Background: an optimization exercise with open tools, aiming at small area. Do not read the settings as production practice.
In this exercise RTL edits were held to simulation tests only and were not proved equivalent to the original.

==> inputs of build 6 <==
==> flow/design.v <==
module pccpu(
	input clock, reset,
	input start, enable,
	input [15:0] d_datain, i_datain,
	input [3:0] select_y,
	output [7:0] i_addr,
	output [7:0] d_addr,
	output d_we,
	output reg [15:0] y,
	output [15:0] d_dataout
	);
	localparam [4:0] OP_LDIH = 5'b00001, OP_ADDI = 5'b00101, OP_SUBI = 5'b01101,
	                 OP_HALT = 5'b00110, OP_STALL1 = 5'b01001, OP_STALL2 = 5'b11001,
	                 OP_STORE = 5'b11010, OP_LOAD = 5'b11110, OP_NOP = 5'b10010,
	                 OP_CMP = 5'b11000, OP_JUMP = 5'b01011, OP_JMPR = 5'b00011,
	                 OP_BZ = 5'b11111, OP_BNZ = 5'b11011, OP_BN = 5'b00111,
	                 OP_BNN = 5'b01111, OP_BC = 5'b10011, OP_BNC = 5'b10111,
	                 OP_ADD = 5'b11100, OP_ADDC = 5'b00100, OP_SUB = 5'b01100,
	                 OP_SUBC = 5'b10100, OP_AND = 5'b01000, OP_OR = 5'b10000,
	                 OP_XOR = 5'b00000, OP_SLL = 5'b01010, OP_SLA = 5'b00010,
	                 OP_SRL = 5'b01110, OP_SRA = 5'b10110;
	reg state;
	reg [7:0] pc;
	reg [15:0] id_ir;
	reg [7:0] ex_ir, mem_ir;
	reg [2:0] wb_d;
	reg wb_we, wb_halt;
	reg [15:0] reg_A, reg_B, reg_C, reg_C1, smdr, smdr_1;
	reg zf, nf, cf, dw;
	reg [15:0] gr [0:7];
	reg [7:0] gv;
	wire run = state;
	wire [4:0] id_op = id_ir[15:11];
	wire [4:0] ex_op = ex_ir[7:3];
	wire [4:0] mem_op = mem_ir[7:3];
	wire [2:0] ex_d = ex_ir[2:0];
	wire [2:0] mem_d = mem_ir[2:0];
	always @(posedge clock or posedge reset)
		if (reset) state <= 1'b0;
		else if (!state) state <= enable & start;
		else state <= enable & ~wb_halt;
	wire id_branch = id_ir[12] & id_ir[11];
	wire id_load = (id_op == OP_LOAD);
	wire ld_haz = id_load & (({1'b0, id_ir[10:8]} == i_datain[3:0]) |
	                         ({1'b0, id_ir[10:8]} == i_datain[7:4]) |
	                         ({1'b1, id_ir[10:8]} == i_datain[11:8]));
	wire stall1 = (id_op == OP_STALL2) | ld_haz;
	reg taken;
	always @(*) begin
		if (mem_op[1:0] == 2'b11)
			case (mem_op[4:2])
				3'b111: taken = zf;
				3'b110: taken = ~zf;
				3'b001: taken = nf;
				3'b011: taken = ~nf;
				3'b100: taken = cf;
				3'b101: taken = ~cf;
				default: taken = 1'b1;
			endcase
		else
			taken = 1'b0;
	end
	always @(posedge clock or posedge reset)
		if (reset) begin
			id_ir <= 16'b1001_0000_0000_0000;
			pc <= 8'd0;
		end else if (run) begin
			if (id_branch)
				id_ir <= {OP_STALL2, 11'b0};
			else if (stall1)
				id_ir <= {OP_STALL1, 11'b0};
			else begin
				id_ir <= i_datain;
				pc <= taken ? reg_C[7:0] : pc + 8'd1;
			end
		end
	assign i_addr = pc;
	wire [2:0] ra = id_ir[11] ? id_ir[10:8] : id_ir[6:4];
	wire [2:0] rb = id_ir[2:0];
	wire [2:0] rs = id_ir[10:8];
	function [15:0] rd;
		input [2:0] a;
		input [7:0] v;
		input [127:0] f;
		integer i;
		begin
			rd = 16'd0;
			for (i = 0; i < 8; i = i + 1)
				rd = rd | ({16{(a == i) & v[i]}} & f[16*i +: 16]);
		end
	endfunction
	wire [127:0] grf = {gr[7], gr[6], gr[5], gr[4], gr[3], gr[2], gr[1], gr[0]};
	wire [15:0] gr_a = rd(ra, gv, grf);
	wire [15:0] gr_b = rd(rb, gv, grf);
	wire [15:0] gr_s = rd(rs, gv, grf);
	wire [15:0] ALUo;
	wire cout;
	wire ex_stall1 = (ex_op == OP_STALL1);
	wire ex_load = (ex_op == OP_LOAD);
	wire op_sub = (ex_op == OP_SUB) | (ex_op == OP_SUBI) | (ex_op == OP_CMP) | (ex_op == OP_SUBC);
	wire op_add = (ex_op[1:0] == 2'b11) | ex_load | (ex_op == OP_STORE) | (ex_op == OP_LDIH) |
	              (ex_op == OP_ADDI) | (ex_op == OP_ADD) | (ex_op == OP_ADDC);
	wire use_cf = (ex_op == OP_ADDC) | (ex_op == OP_SUBC);
	wire cin = op_sub ^ (use_cf & cf);
	wire [15:0] bx = reg_B ^ {16{op_sub}};
	wire [15:0] pp = reg_A ^ bx;
	wire [15:0] gg = reg_A & bx;
	wire [16:0] cc;
	assign cc[0] = cin;
	genvar gi;
	generate
		for (gi = 0; gi < 16; gi = gi + 1) begin : rca
			assign cc[gi + 1] = gg[gi] | (pp[gi] & cc[gi]);
		end
	endgenerate
	wire [15:0] sum = pp ^ cc[15:0];
	wire op_shl = (ex_op == OP_SLL) | (ex_op == OP_SLA);
	wire op_shr = (ex_op == OP_SRL) | (ex_op == OP_SRA);
	wire big = |reg_B[15:4];
	function [15:0] rev16;
		input [15:0] x;
		integer i;
		begin
			for (i = 0; i < 16; i = i + 1) rev16[i] = x[15 - i];
		end
	endfunction
	wire [15:0] sh_in = op_shl ? rev16(reg_A) : reg_A;
	wire [15:0] sh_r = sh_in >> reg_B[3:0];
	wire [15:0] sh_o = big ? 16'd0 : (op_shl ? rev16(sh_r) : sh_r);
	assign ALUo = ((op_add | op_sub) ? sum : 16'd0) |
	              (((ex_op == OP_AND) | (ex_op == OP_OR)) ? gg : 16'd0) |
	              (((ex_op == OP_XOR) | (ex_op == OP_OR)) ? pp : 16'd0) |
	              ((op_shl | op_shr) ? sh_o : 16'd0);
	wire flag_wr = ex_op[0];
	wire cf_keep = ~(op_add | op_sub);
	assign cout = cf_keep ? cf : (cc[16] ^ op_sub);
	wire a_ex = (ex_d == ra);
	wire a_mem = (mem_d == ra);
	wire a_wb = (wb_d == ra);
	wire b_ex = (ex_d == rb);
	wire b_mem = (mem_d == rb);
	wire b_wb = (wb_d == rb);
	wire mem_load = (mem_op == OP_LOAD);
	reg [15:0] a_nx, b_nx;
	always @(*) begin
		if (a_ex) a_nx = ALUo;
		else if (a_mem | a_wb) begin
			if (ex_stall1 & a_mem) a_nx = d_datain;
			else if (id_ir[11] ? ex_load : a_wb) a_nx = reg_C1;
			else a_nx = reg_C;
		end else a_nx = gr_a;
		if (id_ir[4:3] == 2'b00) begin
			if (b_ex) b_nx = ALUo;
			else if (b_mem | b_wb) begin
				if (ex_stall1) b_nx = d_datain;
				else if (b_wb) b_nx = reg_C1;
				else b_nx = reg_C;
			end else b_nx = gr_b;
		end else if (id_op == OP_LDIH)
			b_nx = {id_ir[7:0], 8'b0};
		else if (id_branch | (id_op == OP_ADDI) | (id_op == OP_SUBI))
			b_nx = {8'b0, id_ir[7:0]};
		else
			b_nx = {12'b0, id_ir[3:0]};
	end
	wire [15:0] s_nx = (mem_d == rs) ? (mem_load ? d_datain : ALUo) : gr_s;
	always @(posedge clock or posedge reset)
		if (reset) begin
			ex_ir <= 8'b1001_0000;
			reg_A <= 16'd0;
			reg_B <= 16'd0;
			smdr <= 16'd0;
		end else if (run) begin
			ex_ir <= id_ir[15:8];
			reg_A <= a_nx;
			reg_B <= b_nx;
			if (id_op == OP_STORE) smdr <= s_nx;
		end
	always @(posedge clock or posedge reset)
		if (reset) begin
			mem_ir <= 8'b1001_0000;
			reg_C <= 16'd0;
			zf <= 1'b0;
			nf <= 1'b0;
			cf <= 1'b0;
			dw <= 1'b0;
			smdr_1 <= 16'd0;
		end else if (run) begin
			mem_ir <= ex_ir;
			reg_C <= ALUo;
			if (flag_wr) begin
				zf <= (reg_C == 16'd0);
				nf <= reg_C[15];
				cf <= cout;
			end
			dw <= (ex_op == OP_STORE);
			if (ex_op == OP_STORE) smdr_1 <= smdr;
		end
	wire mem_nowr = (mem_op == OP_NOP) | (mem_op[1:0] == 2'b11) | (mem_op == OP_HALT) |
	                (mem_op == OP_STALL2) | (mem_op == OP_STALL1) | (mem_op == OP_STORE) |
	                (mem_op == OP_CMP);
	always @(posedge clock or posedge reset)
		if (reset) begin
			wb_d <= 3'd0;
			wb_we <= 1'b0;
			wb_halt <= 1'b0;
			reg_C1 <= 16'd0;
		end else if (run) begin
			wb_d <= mem_d;
			wb_we <= ~mem_nowr;
			wb_halt <= (mem_op == OP_HALT);
			reg_C1 <= mem_load ? d_datain : reg_C;
		end
	assign d_we = dw;
	assign d_dataout = smdr_1;
	assign d_addr = reg_C[7:0];
	wire wr = run & wb_we;
	always @(posedge clock or posedge reset)
		if (reset) gv <= 8'd0;
		else if (wr) gv[wb_d] <= 1'b1;
	integer k;
	always @(posedge clock)
		for (k = 0; k < 8; k = k + 1)
			if (wr && wb_d == k) gr[k] <= reg_C1;
	wire [15:0] gr_y = rd(select_y[2:0], gv & 8'hFE, grf);
	always @(*) begin
		case (select_y)
			4'b0001, 4'b0010, 4'b0011, 4'b0100,
			4'b0101, 4'b0110, 4'b0111: y = gr_y;
			4'b1000: y = reg_A;
			4'b1001: y = reg_B;
			4'b1011: y = reg_C;
			4'b1100: y = reg_C1;
			4'b1101: y = smdr;
			4'b1110: y = id_ir;
			default: y = {3'b000, dw, 2'b00, zf, nf, pc};
		endcase
	end
endmodule
==> flow/run.sh <==
#!/bin/bash
# synth_recipe.tcl (not shown) runs the flow's synth.tcl, then flattens the netlist and writes it again
# the make line also repeats each setting of config.mk as NAME=value (left out here)
make -C /OpenROAD-flow-scripts/flow DESIGN_CONFIG=/design/flow/config.mk WORK_HOME=/design/flow/orfs CLKGATE_MAP_FILE= SYNTH_SCRIPT=/design/flow/synth_recipe.tcl finish
==> flow/config.mk <==
export PLATFORM = sky130hd
export DESIGN_NAME = pccpu
export DESIGN_NICKNAME = pccpu
export VERILOG_FILES = /design/flow/design.v
export SDC_FILE = /design/flow/constraint.sdc
export NUM_CORES = 4
export LEC_CHECK = 0
export CAP_MARGIN = 20
export CORE_MARGIN = 2
export CORE_UTILIZATION = 40
export SLEW_MARGIN = 20
==> flow/constraint.sdc <==
create_clock -name core_clock -period 8.0 [get_ports {clock}]
set_input_delay 1.6000 -clock core_clock [delete_from_list [all_inputs] [get_ports {clock}]]
set_output_delay 1.6000 -clock core_clock [all_outputs]
set_load 0.01 [all_outputs]
==> inputs of build 69, as changes to build 6 <==
--- a/flow/design.v
+++ b/flow/design.v
@@ -6,7 +6,7 @@
 	output [7:0] i_addr,
 	output [7:0] d_addr,
 	output d_we,
-	output reg [15:0] y,
+	output [15:0] y,
 	output [15:0] d_dataout
 	);
 	localparam [4:0] OP_LDIH = 5'b00001, OP_ADDI = 5'b00101, OP_SUBI = 5'b01101,
@@ -27,6 +27,8 @@
 	reg wb_we, wb_halt;
 	reg [15:0] reg_A, reg_B, reg_C, reg_C1, smdr, smdr_1;
 	reg zf, nf, cf, dw;
+	reg ex_sub;
+	reg abv, sv;
 	reg [15:0] gr [0:7];
 	reg [7:0] gv;
 	wire run = state;
@@ -60,6 +62,11 @@
 		else
 			taken = 1'b0;
 	end
+	reg [7:0] pc_inc;
+	integer pi;
+	always @(*)
+		for (pi = 0; pi < 8; pi = pi + 1)
+			pc_inc[pi] = pc[pi] ^ (&(pc | ~((8'd1 << pi) - 8'd1)));
 	always @(posedge clock or posedge reset)
 		if (reset) begin
 			id_ir <= 16'b1001_0000_0000_0000;
@@ -71,7 +78,7 @@
 				id_ir <= {OP_STALL1, 11'b0};
 			else begin
 				id_ir <= i_datain;
-				pc <= taken ? reg_C[7:0] : pc + 8'd1;
+				pc <= taken ? reg_C[7:0] : pc_inc;
 			end
 		end
 	assign i_addr = pc;
@@ -97,7 +104,7 @@
 	wire cout;
 	wire ex_stall1 = (ex_op == OP_STALL1);
 	wire ex_load = (ex_op == OP_LOAD);
-	wire op_sub = (ex_op == OP_SUB) | (ex_op == OP_SUBI) | (ex_op == OP_CMP) | (ex_op == OP_SUBC);
+	wire op_sub = ex_sub;
 	wire op_add = (ex_op[1:0] == 2'b11) | ex_load | (ex_op == OP_STORE) | (ex_op == OP_LDIH) |
 	              (ex_op == OP_ADDI) | (ex_op == OP_ADD) | (ex_op == OP_ADDC);
 	wire use_cf = (ex_op == OP_ADDC) | (ex_op == OP_SUBC);
@@ -105,15 +112,24 @@
 	wire [15:0] bx = reg_B ^ {16{op_sub}};
 	wire [15:0] pp = reg_A ^ bx;
 	wire [15:0] gg = reg_A & bx;
-	wire [16:0] cc;
+	wire [10:0] cc;
+	wire [16:10] c0, c1;
 	assign cc[0] = cin;
+	assign c0[10] = 1'b0;
+	assign c1[10] = 1'b1;
 	genvar gi;
 	generate
-		for (gi = 0; gi < 16; gi = gi + 1) begin : rca
+		for (gi = 0; gi < 10; gi = gi + 1) begin : rca
 			assign cc[gi + 1] = gg[gi] | (pp[gi] & cc[gi]);
 		end
+		for (gi = 10; gi < 16; gi = gi + 1) begin : csa
+			assign c0[gi + 1] = gg[gi] | (pp[gi] & c0[gi]);
+			assign c1[gi + 1] = gg[gi] | (pp[gi] & c1[gi]);
+		end
 	endgenerate
-	wire [15:0] sum = pp ^ cc[15:0];
+	wire [16:10] chi = cc[10] ? c1 : c0;
+	wire [15:0] sum = pp ^ {chi[15:10], cc[9:0]};
+	wire c16 = chi[16];
 	wire op_shl = (ex_op == OP_SLL) | (ex_op == OP_SLA);
 	wire op_shr = (ex_op == OP_SRL) | (ex_op == OP_SRA);
 	wire big = |reg_B[15:4];
@@ -126,14 +142,16 @@
 	endfunction
 	wire [15:0] sh_in = op_shl ? rev16(reg_A) : reg_A;
 	wire [15:0] sh_r = sh_in >> reg_B[3:0];
-	wire [15:0] sh_o = big ? 16'd0 : (op_shl ? rev16(sh_r) : sh_r);
+	wire sh_l = op_shl & ~big;
+	wire sh_rr = op_shr & ~big;
 	assign ALUo = ((op_add | op_sub) ? sum : 16'd0) |
 	              (((ex_op == OP_AND) | (ex_op == OP_OR)) ? gg : 16'd0) |
 	              (((ex_op == OP_XOR) | (ex_op == OP_OR)) ? pp : 16'd0) |
-	              ((op_shl | op_shr) ? sh_o : 16'd0);
+	              (sh_l ? rev16(sh_r) : 16'd0) |
+	              (sh_rr ? sh_r : 16'd0);
 	wire flag_wr = ex_op[0];
 	wire cf_keep = ~(op_add | op_sub);
-	assign cout = cf_keep ? cf : (cc[16] ^ op_sub);
+	assign cout = cf_keep ? cf : (c16 ^ op_sub);
 	wire a_ex = (ex_d == ra);
 	wire a_mem = (mem_d == ra);
 	wire a_wb = (wb_d == ra);
@@ -141,40 +159,57 @@
 	wire b_mem = (mem_d == rb);
 	wire b_wb = (wb_d == rb);
 	wire mem_load = (mem_op == OP_LOAD);
-	reg [15:0] a_nx, b_nx;
-	always @(*) begin
-		if (a_ex) a_nx = ALUo;
-		else if (a_mem | a_wb) begin
-			if (ex_stall1 & a_mem) a_nx = d_datain;
-			else if (id_ir[11] ? ex_load : a_wb) a_nx = reg_C1;
-			else a_nx = reg_C;
-		end else a_nx = gr_a;
-		if (id_ir[4:3] == 2'b00) begin
-			if (b_ex) b_nx = ALUo;
-			else if (b_mem | b_wb) begin
-				if (ex_stall1) b_nx = d_datain;
-				else if (b_wb) b_nx = reg_C1;
-				else b_nx = reg_C;
-			end else b_nx = gr_b;
-		end else if (id_op == OP_LDIH)
-			b_nx = {id_ir[7:0], 8'b0};
-		else if (id_branch | (id_op == OP_ADDI) | (id_op == OP_SUBI))
-			b_nx = {8'b0, id_ir[7:0]};
-		else
-			b_nx = {12'b0, id_ir[3:0]};
-	end
-	wire [15:0] s_nx = (mem_d == rs) ? (mem_load ? d_datain : ALUo) : gr_s;
-	always @(posedge clock or posedge reset)
-		if (reset) begin
-			ex_ir <= 8'b1001_0000;
-			reg_A <= 16'd0;
-			reg_B <= 16'd0;
-			smdr <= 16'd0;
-		end else if (run) begin
-			ex_ir <= id_ir[15:8];
+	wire a_fw = ~a_ex & (a_mem | a_wb);
+	wire a_din = ex_stall1 & a_mem;
+	wire a_c1 = id_ir[11] ? ex_load : a_wb;
+	wire sa_alu = a_ex;
+	wire sa_din = a_fw & a_din;
+	wire sa_c1 = a_fw & ~a_din & a_c1;
+	wire sa_c = a_fw & ~a_din & ~a_c1;
+	wire sa_gr = ~a_ex & ~a_mem & ~a_wb;
+	wire b_reg = (id_ir[4:3] == 2'b00);
+	wire b_fw = ~b_ex & (b_mem | b_wb);
+	wire sb_alu = b_reg & b_ex;
+	wire sb_din = b_reg & b_fw & ex_stall1;
+	wire sb_c1 = b_reg & b_fw & ~ex_stall1 & b_wb;
+	wire sb_c = b_reg & b_fw & ~ex_stall1 & ~b_wb;
+	wire sb_gr = b_reg & ~b_ex & ~b_mem & ~b_wb;
+	wire id_ldih = (id_op == OP_LDIH);
+	wire imm_hi = ~b_reg & id_ldih;
+	wire imm_lo8 = ~b_reg & ~id_ldih & (id_branch | (id_op == OP_ADDI) | (id_op == OP_SUBI));
+	wire imm_lo4 = ~b_reg & ~id_ldih;
+	wire s_m = (mem_d == rs);
+	wire ss_din = s_m & mem_load;
+	wire ss_alu = s_m & ~mem_load;
+	wire ss_gr = ~s_m;
+	function [15:0] sel;
+		input s;
+		input [15:0] x;
+		sel = {16{s}} & x;
+	endfunction
+	wire [15:0] a_nx = sel(sa_alu, ALUo) | sel(sa_din, d_datain) | sel(sa_c1, reg_C1) |
+	                   sel(sa_c, reg_C) | rd(ra, gv & {8{sa_gr}}, grf);
+	wire [15:0] b_nx = sel(sb_alu, ALUo) | sel(sb_din, d_datain) | sel(sb_c1, reg_C1) |
+	                   sel(sb_c, reg_C) | rd(rb, gv & {8{sb_gr}}, grf) |
+	                   {{8{imm_hi}} & id_ir[7:0], {4{imm_lo8}} & id_ir[7:4], {4{imm_lo4}} & id_ir[3:0]};
+	wire [15:0] s_nx = sel(ss_din, d_datain) | sel(ss_alu, ALUo) | rd(rs, gv & {8{ss_gr}}, grf);
+	always @(posedge clock)
+		if (run) begin
 			reg_A <= a_nx;
 			reg_B <= b_nx;
 			if (id_op == OP_STORE) smdr <= s_nx;
+		end
+	always @(posedge clock or posedge reset)
+		if (reset) begin
+			ex_ir <= 8'b1001_0000;
+			ex_sub <= 1'b0;
+			abv <= 1'b0;
+			sv <= 1'b0;
+		end else if (run) begin
+			ex_ir <= id_ir[15:8];
+			ex_sub <= (id_op == OP_SUB) | (id_op == OP_SUBI) | (id_op == OP_CMP) | (id_op == OP_SUBC);
+			abv <= 1'b1;
+			if (id_op == OP_STORE) sv <= 1'b1;
 		end
 	always @(posedge clock or posedge reset)
 		if (reset) begin
@@ -204,13 +239,13 @@
 			wb_d <= 3'd0;
 			wb_we <= 1'b0;
 			wb_halt <= 1'b0;
-			reg_C1 <= 16'd0;
 		end else if (run) begin
 			wb_d <= mem_d;
 			wb_we <= ~mem_nowr;
 			wb_halt <= (mem_op == OP_HALT);
-			reg_C1 <= mem_load ? d_datain : reg_C;
-		end
+		end
+	always @(posedge clock)
+		if (run) reg_C1 <= mem_load ? d_datain : reg_C;
 	assign d_we = dw;
 	assign d_dataout = smdr_1;
 	assign d_addr = reg_C[7:0];
@@ -222,18 +257,10 @@
 	always @(posedge clock)
 		for (k = 0; k < 8; k = k + 1)
 			if (wr && wb_d == k) gr[k] <= reg_C1;
-	wire [15:0] gr_y = rd(select_y[2:0], gv & 8'hFE, grf);
-	always @(*) begin
-		case (select_y)
-			4'b0001, 4'b0010, 4'b0011, 4'b0100,
-			4'b0101, 4'b0110, 4'b0111: y = gr_y;
-			4'b1000: y = reg_A;
-			4'b1001: y = reg_B;
-			4'b1011: y = reg_C;
-			4'b1100: y = reg_C1;
-			4'b1101: y = smdr;
-			4'b1110: y = id_ir;
-			default: y = {3'b000, dw, 2'b00, zf, nf, pc};
-		endcase
-	end
+	wire [15:0] sy = 16'd1 << select_y;
+	wire sy_misc = sy[0] | sy[10] | sy[15];
+	assign y = rd(select_y[2:0], gv & {sy[7:1], 1'b0}, grf) |
+	           sel(sy[8] & abv, reg_A) | sel(sy[9] & abv, reg_B) | sel(sy[11], reg_C) |
+	           sel(sy[12] & abv, reg_C1) | sel(sy[13] & sv, smdr) | sel(sy[14], id_ir) |
+	           sel(sy_misc, {3'b000, dw, 2'b00, zf, nf, pc});
 endmodule
==> flow/flow/run.sh (new file) <==
#!/bin/bash
# Own layout flow: the standard layout (standard.sh) with two changes.
#  1. Synthesis is the standard flow's own script (synth_recipe.tcl, which sources ORFS's synth.tcl),
#     except that ABC maps the logic with flow/abc_area.script, an area-oriented script,
#     in place of ORFS's delay-oriented one. Registers are untouched: ABC runs without -dff,
#     after dfflibmap, so register names and cells are those of the standard synthesis.
#  2. Port buffers are sky130_fd_sc_hd__buf_1 (every port still gets its own buffer).
# Each tool's full output goes to a log file of its own in this folder.
set -euo pipefail
W=$PWD

sed "s#log_cmd abc {\*}\$abc_args#log_cmd abc -script $W/flow/abc_area.script {*}[lrange \$abc_args 2 end]#" \
  "$FLOW_HOME/scripts/synth.tcl" > "$W/own_synth_main.tcl"
grep -q "flow/abc_area.script" "$W/own_synth_main.tcl"
sed "s#\$::env(SCRIPTS_DIR)/synth.tcl#$W/own_synth_main.tcl#" synth_recipe.tcl > "$W/own_synth.tcl"
grep -q "own_synth_main.tcl" "$W/own_synth.tcl"
sed "s#SYNTH_SCRIPT=[^ ]*#SYNTH_SCRIPT=$W/own_synth.tcl#" standard.sh > "$W/own_standard.sh"
grep -q "own_synth.tcl" "$W/own_standard.sh"

bash "$W/own_standard.sh" synth > "$W/synth.log" 2>&1
bash standard.sh "BUFFER_PORTS_ARGS=-buffer_cell sky130_fd_sc_hd__buf_1" finish > "$W/layout.log" 2>&1
test -s out/final.def
==> flow/flow/abc_area.script (new file) <==
&get -n
&st
&dch
&nf -R 1000 -p
&put
==> flow/standard.sh (new file) <==
#!/bin/bash
# synth_recipe.tcl (not shown) runs the flow's synth.tcl, then flattens the netlist and writes it again
# the make line also repeats each setting of config.mk as NAME=value (left out here)
make -C /OpenROAD-flow-scripts/flow DESIGN_CONFIG=/design/flow/config.mk WORK_HOME=/design/flow/orfs CLKGATE_MAP_FILE= SYNTH_SCRIPT=/design/flow/synth_recipe.tcl "${@:-finish}"
removed: flow/run.sh
==> flow_metrics.env <==
export IMPL_status="no timing/DRC/antenna violations"
export IMPL_grtUsageMet3=0.130
export IMPL_ctsHtreeMaxLevel=1
export IMPL_critPathBufInv=0
export IMPL_ys_seq_area_frac=0.501
export IMPL_buf_share=0.0419
export IMPL_routed_wl_um=73400
export IMPL_peakVddDrop_mv=0.177
export IMPL_gr_usage_met2=0.509
export IMPL_design_seq_count=285
export IMPL_area_growth_pct=16.3
export IMPL_grt_pass1_wl_um=104000
export IMPL_finalPower_uw=8520
export IMPL_nNetsFinal=1697
export IMPL_vias_per_cell=7.22
export IMPL_clockNetworkAreaShare=0.0574
(the above is from build 69)
==> flow_metrics.env <==
export IMPL_gr_usage_met2=0.541
export IMPL_nNetsFinal=2012
export IMPL_status="no timing/DRC/antenna violations"
export IMPL_cts_buffers=35
export IMPL_peakVddDrop_mv=0.272
export IMPL_ctsHtreeMaxLevel=2
export IMPL_synthArstFlopShare=0.546
export IMPL_grt_pass1_wl_um=125000
export IMPL_ys_seq_area_frac=0.415
export IMPL_design_seq_count=282
export IMPL_grtUsageMet3=0.100
export IMPL_routed_wl_um=87600
export IMPL_hold_slack_ps=504
export IMPL_area_growth_pct=16.1
export IMPL_vias_per_cell=7.22
(the above is from build 6)

## afterwards: timing with drivers on the ports
How much do the figures lean on ideal ports? The routed layouts below were timed once more, with nothing changed but the port constraints. Step 1 (the two cells are an assumption about what drives the block):
set clk [get_ports {clock}]
set_driving_cell -lib_cell sky130_fd_sc_hd__clkbuf_16 $clk
set_driving_cell -lib_cell sky130_fd_sc_hd__buf_2 [delete_from_list [all_inputs] $clk]
Step 2 adds t to the input delays and takes it off the output delays; t is the mean of the earliest and latest rising clock arrival at the registers after step 1. Input paths then give back, and output paths get back, about the clock's delay inside the block. a / b / c = ideal / step 1 / step 2; a / b = the first two.
run	shift t [ns]	slack for setup (ns)	hold WS [ns]	worst setup path after step 2
build 6	0.604	0.143 / 0.143 / 0.143	0.504 / 0.504 / 0.504	register to register
build 69	0.645	0.441 / 0.441 / 0.441	0.479 / 0.479 / 0.479	register to register
After both steps setup and hold are still met in every run listed.
